Source: an optimization exercise on an open RTL-to-GDS flow (aim: small area). Production flows keep margins and buffers that such runs may drop.
Function was checked by simulation only, so behaviour that the tests miss may differ from the original.
Power and IR drop assume default switching activity.

==> flow/design.v <==
module video_uut (
    input  wire         clk_i           , 
    input  wire         rst_i           , 
    input  wire         cen_i           , 
    input  wire         vid_sel_i       , 
    input  wire [29:0]  probes_i,
    input  wire [7:0]   square_length_1_i ,
    input  wire [7:0]   square_length_2_i ,
    input  wire [1:0]   speed_mult_1_i,
    input  wire [1:0]   speed_mult_2_i,
    input  wire [19:0]  vdat_bars_i     , 
    input  wire [19:0]  vdat_colour_i   , 
    input  wire [3:0]   fvht_i          , 
    output wire [3:0]   fvht_o          ,
    output wire [19:0]  video_o
);
reg [7:0]  square_length_1;
reg [7:0]  square_length_2;
reg [1:0]  speed_mult_1;
reg [1:0]  speed_mult_2;
reg [1:0]  speed_mult_3;
reg [3:0]  fvht_d1;
reg [3:0]  fvht_d2;
reg [3:0]  fvht_d3;
reg [11:0] column_counter;
reg [11:0] line_counter;
reg [19:0] probe_px;
reg [11:0] pos_x_1;
reg [10:0] pos_y_1;
reg [11:0] pos_x_2;
reg [10:0] pos_y_2;
reg [3:0]  direction;  
reg [19:0] sq1_px;
reg        sq1_on;
reg        sq2_on;
reg        sq2_odd;
reg [19:0] vdat_bars_d1;
reg [19:0] out_color;
reg [19:0] vid_d1;
function automatic [12:0] add12;    
    input [11:0] a;
    input [11:0] b;
    input        ci;
    integer i;
    reg c;
    begin
        c = ci;
        for (i = 0; i < 12; i = i + 1) begin
            add12[i] = a[i] ^ b[i] ^ c;
            c = (a[i] & b[i]) | (c & (a[i] ^ b[i]));
        end
        add12[12] = c;
    end
endfunction
function automatic lt12;            
    input [11:0] a;
    input [11:0] b;
    integer i;
    reg l;
    begin
        l = 1'b0;
        for (i = 0; i < 12; i = i + 1)
            l = (~a[i] & b[i]) | (~a[i] & l) | (b[i] & l);
        lt12 = l;
    end
endfunction
function automatic [11:0] move12;
    input [11:0] pos;
    input [4:0]  s;
    input        d;
    reg [12:0] lo;
    reg k;
    integer i;
    begin
        lo = add12({7'b0, pos[4:0]}, {7'b0, s ^ {5{d}}}, d);
        move12[4:0] = lo[4:0];
        k = lo[5] ^ d;
        for (i = 5; i < 12; i = i + 1) begin
            move12[i] = pos[i] ^ k;
            k = k & (pos[i] ^ d);
        end
    end
endfunction
localparam [19:0] FLAT = {10'h050, 10'h200};
wire h_in = fvht_i[1];
wire h_d  = fvht_d1[1];
wire h_neg = ~h_in & h_d;
wire h_pos = h_in & ~h_d;
wire new_frame = fvht_i[2] & ~fvht_d1[2];
wire col_clr  = rst_i | (cen_i & h_neg);
wire line_clr = rst_i | (cen_i & h_pos & new_frame);
wire line_en  = cen_i & h_pos;
wire nf       = cen_i & new_frame;
wire [12:0] col_inc  = add12(column_counter, 12'd0, cen_i);
wire [12:0] line_inc = add12(line_counter, 12'd0, line_en);
wire [11:0] column_next = col_clr ? 12'd0 : col_inc[11:0];
wire [11:0] line_next   = line_clr ? 12'd0 : line_inc[11:0];
wire [12:0] sx1  = add12(pos_x_1, {4'b0, square_length_1}, 1'b0);
wire [12:0] sy1f = add12({1'b0, pos_y_1}, {4'b0, square_length_1}, 1'b0);
wire [12:0] sx2  = add12(pos_x_2, {4'b0, square_length_2}, 1'b0);
wire [12:0] sy2f = add12({1'b0, pos_y_2}, {4'b0, square_length_2}, 1'b0);
wire [10:0] sy1 = sy1f[10:0];
wire [10:0] sy2 = sy2f[10:0];
wire hit1 = lt12(pos_x_1, column_counter) && lt12(column_counter, sx1[11:0]) &&
            lt12({1'b0, pos_y_1}, line_counter) && lt12(line_counter, {1'b0, sy1});
wire hit2 = lt12(pos_x_2, column_counter) && lt12(column_counter, sx2[11:0]) &&
            lt12({1'b0, pos_y_2}, line_counter) && lt12(line_counter, {1'b0, sy2});
wire [3:0] p1 = (speed_mult_1 * speed_mult_3) & {4{nf}};
wire [3:0] p2 = (speed_mult_2 * speed_mult_3) & {4{nf}};
wire [11:0] mx1 = move12(pos_x_1, {p1, 1'b0}, direction[0]);
wire [11:0] my1 = move12({1'b0, pos_y_1}, {p1, 1'b0}, direction[1]);
wire [11:0] mx2 = move12(pos_x_2, {p2, 1'b0}, direction[2]);
wire [11:0] my2 = move12({1'b0, pos_y_2}, {p2, 1'b0}, direction[3]);
wire x1_oob = pos_x_1[11] | (pos_x_1[10:3] == 8'd0 && pos_x_1[2:0] < 3'd6);
wire x1_hi  = sx1 > 13'd1919;
wire y1_hi  = (pos_y_1[10] | pos_y_1[9]) & (sy1 >= 11'd1124);
wire y1_lo  = pos_y_1 <= 11'd45;
wire x2_oob = pos_x_2[11] | (pos_x_2[10:3] == 8'd0 && pos_x_2[2:0] < 3'd6);
wire x2_hi  = sx2 >= 13'd1919;
wire y2_hi  = (pos_y_2[10] | pos_y_2[9]) & (sy2 >= 11'd1124);
wire y2_lo  = pos_y_2 <= 11'd45;
wire [11:0] pos_x_1_next = (nf & x1_oob) ? 12'd6 :
                           (nf & x1_hi)  ? 12'd1918 - {4'b0, square_length_1} : mx1[11:0];
wire [10:0] pos_y_1_next = (nf & y1_hi)  ? 11'd1119 - {3'b0, square_length_1} :
                           (nf & y1_lo)  ? 11'd50 : my1[10:0];
wire [11:0] pos_x_2_next = (nf & x2_oob) ? 12'd6 :
                           (nf & x2_hi)  ? 12'd1915 - {4'b0, square_length_2} : mx2[11:0];
wire [10:0] pos_y_2_next = (nf & y2_hi)  ? 11'd1123 - {3'b0, square_length_2} :
                           (nf & y2_lo)  ? 11'd50 : my2[10:0];
wire [3:0] direction_next = {
    (nf & y2_hi) ? 1'b1 : (nf & y2_lo) ? 1'b0 : direction[3],
    (nf & x2_oob) ? 1'b0 : (nf & x2_hi) ? 1'b1 : direction[2],
    (nf & y1_hi) ? 1'b1 : (nf & y1_lo) ? 1'b0 : direction[1],
    (nf & x1_oob) ? 1'b0 : (nf & x1_hi) ? 1'b1 : direction[0]};
wire [19:0] probe_sel = {probes_i[29:20], column_next[0] ? probes_i[9:0] : probes_i[19:10]};
wire [19:0] sq2 = {10'h216, sq2_odd ? 10'h0cf : 10'h0fd};
wire both  = sq1_on & sq2_on;
wire any   = sq1_on | sq2_on;
wire mixed = vid_sel_i ? any : both;
wire [19:0] opx = sq1_on ? sq1_px : sq2_on ? sq2 : vid_sel_i ? vdat_bars_d1 : FLAT;
wire [19:0] opy = mixed ? (both ? sq2 : vdat_bars_d1) : 20'd0;
wire [12:0] sum_lf = add12({2'b0, opx[19:10]}, {2'b0, opy[19:10]}, 1'b0);
wire [12:0] sum_cf = add12({2'b0, opx[9:0]}, {2'b0, opy[9:0]}, 1'b0);
wire [19:0] out_next = {sum_lf[9:0], mixed ? {1'b0, sum_cf[9:1]} : sum_cf[9:0]};
always @(posedge clk_i) begin
    column_counter <= column_next;
    line_counter   <= line_next;
    if (rst_i) begin
        pos_x_1 <= 0;
        pos_y_1 <= 0;
        pos_x_2 <= 0;
        pos_y_2 <= 0;
        direction <= 0;
    end else begin
        pos_x_1 <= pos_x_1_next;
        pos_y_1 <= pos_y_1_next;
        pos_x_2 <= pos_x_2_next;
        pos_y_2 <= pos_y_2_next;
        direction <= direction_next;
    end
end
always @(posedge clk_i) begin
    if (rst_i) begin
        speed_mult_2 <= 0;
        fvht_d1 <= 0;
        fvht_d2 <= 0;
        fvht_d3 <= 0;
        sq1_on <= 0;
        sq2_on <= 0;
        vdat_bars_d1 <= 0;
        out_color <= 0;
        vid_d1 <= 0;
    end else if (cen_i) begin
        speed_mult_2 <= (~|speed_mult_2_i) ? 2'd1 : speed_mult_2_i;
        fvht_d1 <= fvht_i;
        fvht_d2 <= fvht_d1;
        fvht_d3 <= fvht_d2;
        sq1_on <= hit1 && (|probe_px);
        sq2_on <= hit2;
        vdat_bars_d1 <= vdat_bars_i;
        out_color <= out_next;
        vid_d1 <= out_color;
    end
end
always @(posedge clk_i) begin
    if (cen_i) begin
        square_length_1 <= (~|square_length_1_i) ? 8'd50 : square_length_1_i;
        square_length_2 <= (~|square_length_2_i) ? 8'd50 : square_length_2_i;
        speed_mult_1 <= (~|speed_mult_1_i) ? 2'd1 : speed_mult_1_i;
        speed_mult_3 <= speed_mult_2;
        probe_px <= probe_sel;
        sq1_px <= probe_px;
        sq2_odd <= column_counter[0];
    end
end
assign fvht_o  = fvht_d3;
assign video_o = vid_d1;
endmodule
Settings: LEC_CHECK=0, ABC_AREA=1, CAP_MARGIN=20, CORE_MARGIN=2, CORE_UTILIZATION=45, SLEW_MARGIN=20; clock period 6.7 ns.
standard.sh (not shown) runs the stock make flow with config.mk's settings and CLKGATE_MAP_FILE= SYNTH_SCRIPT=/design/flow/synth_recipe.tcl, a recipe that flattens the netlist after the stock synthesis.
==> flow/flow/run.sh <==
#!/bin/bash
# Standard ORFS flow with the standard synthesis, plus:
#  - area-driven restructuring of the combinational logic after floorplan
#  - port buffers from the smallest buffer cell
#  - clock tree of clkbuf_8 sink clusters (up to 14 flops), no dummy loads
set -euo pipefail
ARGS=("BUFFER_PORTS_ARGS=-buffer_cell sky130_fd_sc_hd__buf_1"
      "CTS_ARGS=-sink_clustering_enable -repair_clock_nets -buf_list sky130_fd_sc_hd__clkbuf_8 -sink_clustering_size 14 -sink_clustering_max_diameter 80 -dont_use_dummy_load")
bash standard.sh "${ARGS[@]}" floorplan > standard_floorplan.log 2>&1
export RES_DIR=$PWD/orfs/results/$FLOW_PLATFORM/video_uut/base
export RMP_DIR=$PWD/rmp
export DONT_USE="sky130_fd_sc_hd__probe_p_8 sky130_fd_sc_hd__probec_p_8 sky130_fd_sc_hd__lpflow_*"
# the mapping library for the restructuring leaves out the don't-use cells
mkdir -p "$RMP_DIR"
export RMP_LIB=$RMP_DIR/mapping.lib
python3 flow/filter_lib.py "$FLOW_HOME/platforms/sky130hd/lib/sky130_fd_sc_hd__tt_025C_1v80.lib" "$RMP_LIB" "$DONT_USE" > filter_lib.log 2>&1
openroad -no_init -exit flow/restructure.tcl > restructure.log 2>&1
bash standard.sh "${ARGS[@]}" finish > standard_finish.log 2>&1
Other scripts of this flow, unchanged in this note and not shown: flow/flow/filter_lib.py, flow/flow/restructure.tcl
Edit:
--- a/flow/design.v
+++ b/flow/design.v
@@ -64,23 +64,6 @@
         lt12 = l;
     end
 endfunction
-function automatic [11:0] move12;
-    input [11:0] pos;
-    input [4:0]  s;
-    input        d;
-    reg [12:0] lo;
-    reg k;
-    integer i;
-    begin
-        lo = add12({7'b0, pos[4:0]}, {7'b0, s ^ {5{d}}}, d);
-        move12[4:0] = lo[4:0];
-        k = lo[5] ^ d;
-        for (i = 5; i < 12; i = i + 1) begin
-            move12[i] = pos[i] ^ k;
-            k = k & (pos[i] ^ d);
-        end
-    end
-endfunction
 localparam [19:0] FLAT = {10'h050, 10'h200};
 wire h_in = fvht_i[1];
 wire h_d  = fvht_d1[1];
@@ -107,10 +90,10 @@
             lt12({1'b0, pos_y_2}, line_counter) && lt12(line_counter, {1'b0, sy2});
 wire [3:0] p1 = (speed_mult_1 * speed_mult_3) & {4{nf}};
 wire [3:0] p2 = (speed_mult_2 * speed_mult_3) & {4{nf}};
-wire [11:0] mx1 = move12(pos_x_1, {p1, 1'b0}, direction[0]);
-wire [11:0] my1 = move12({1'b0, pos_y_1}, {p1, 1'b0}, direction[1]);
-wire [11:0] mx2 = move12(pos_x_2, {p2, 1'b0}, direction[2]);
-wire [11:0] my2 = move12({1'b0, pos_y_2}, {p2, 1'b0}, direction[3]);
+wire [12:0] mx1 = add12(pos_x_1, {{7{direction[0]}}, {p1, 1'b0} ^ {5{direction[0]}}}, direction[0]);
+wire [12:0] my1 = add12({1'b0, pos_y_1}, {{7{direction[1]}}, {p1, 1'b0} ^ {5{direction[1]}}}, direction[1]);
+wire [12:0] mx2 = add12(pos_x_2, {{7{direction[2]}}, {p2, 1'b0} ^ {5{direction[2]}}}, direction[2]);
+wire [12:0] my2 = add12({1'b0, pos_y_2}, {{7{direction[3]}}, {p2, 1'b0} ^ {5{direction[3]}}}, direction[3]);
 wire x1_oob = pos_x_1[11] | (pos_x_1[10:3] == 8'd0 && pos_x_1[2:0] < 3'd6);
 wire x1_hi  = sx1 > 13'd1919;
 wire y1_hi  = (pos_y_1[10] | pos_y_1[9]) & (sy1 >= 11'd1124);
Non-clock buffer count rose by 4. Synthesized cell count shrinks by 4.4%. Routed wire length goes up by 3.0%. Flip-flop and latch count is unchanged. Total power climbs by 0.65%. Global-route usage increases by 0.80 points. Die area fell by 0.70%. Sequential power barely changes. Worst setup slack got worse by 0.18 ns.

what the ideal ports hide:
In the flow no input, the clock included, has a driving cell. The finished layouts below were timed again as built, in two steps.
Step 1: set_driving_cell puts a clkbuf_16 on clk_i and a buf_2 on each other input, an assumption about the parent block.
Step 2 times the ports against the registers' clock, not the clock port: input delays grow and output delays shrink by t, the midpoint of the rising clock arrivals with the driver on.
Slacks: no drivers / after step 1 / after step 2; pairs: no drivers / after step 1.
run | t (ns) | setup WS [ns] | latest minus earliest clock arrival (ns)
the first run | 0.571 | 1.381 / 1.381 / 0.999 | 0.043 / 0.043
the second run | 0.553 | 1.205 / 1.226 / 0.673 | 0.070 / 0.070
After both steps every run listed still meets setup and hold. The setup slack of the second run, which loses most, moves by +0.021 ns with the drivers and by -0.532 ns with both steps.
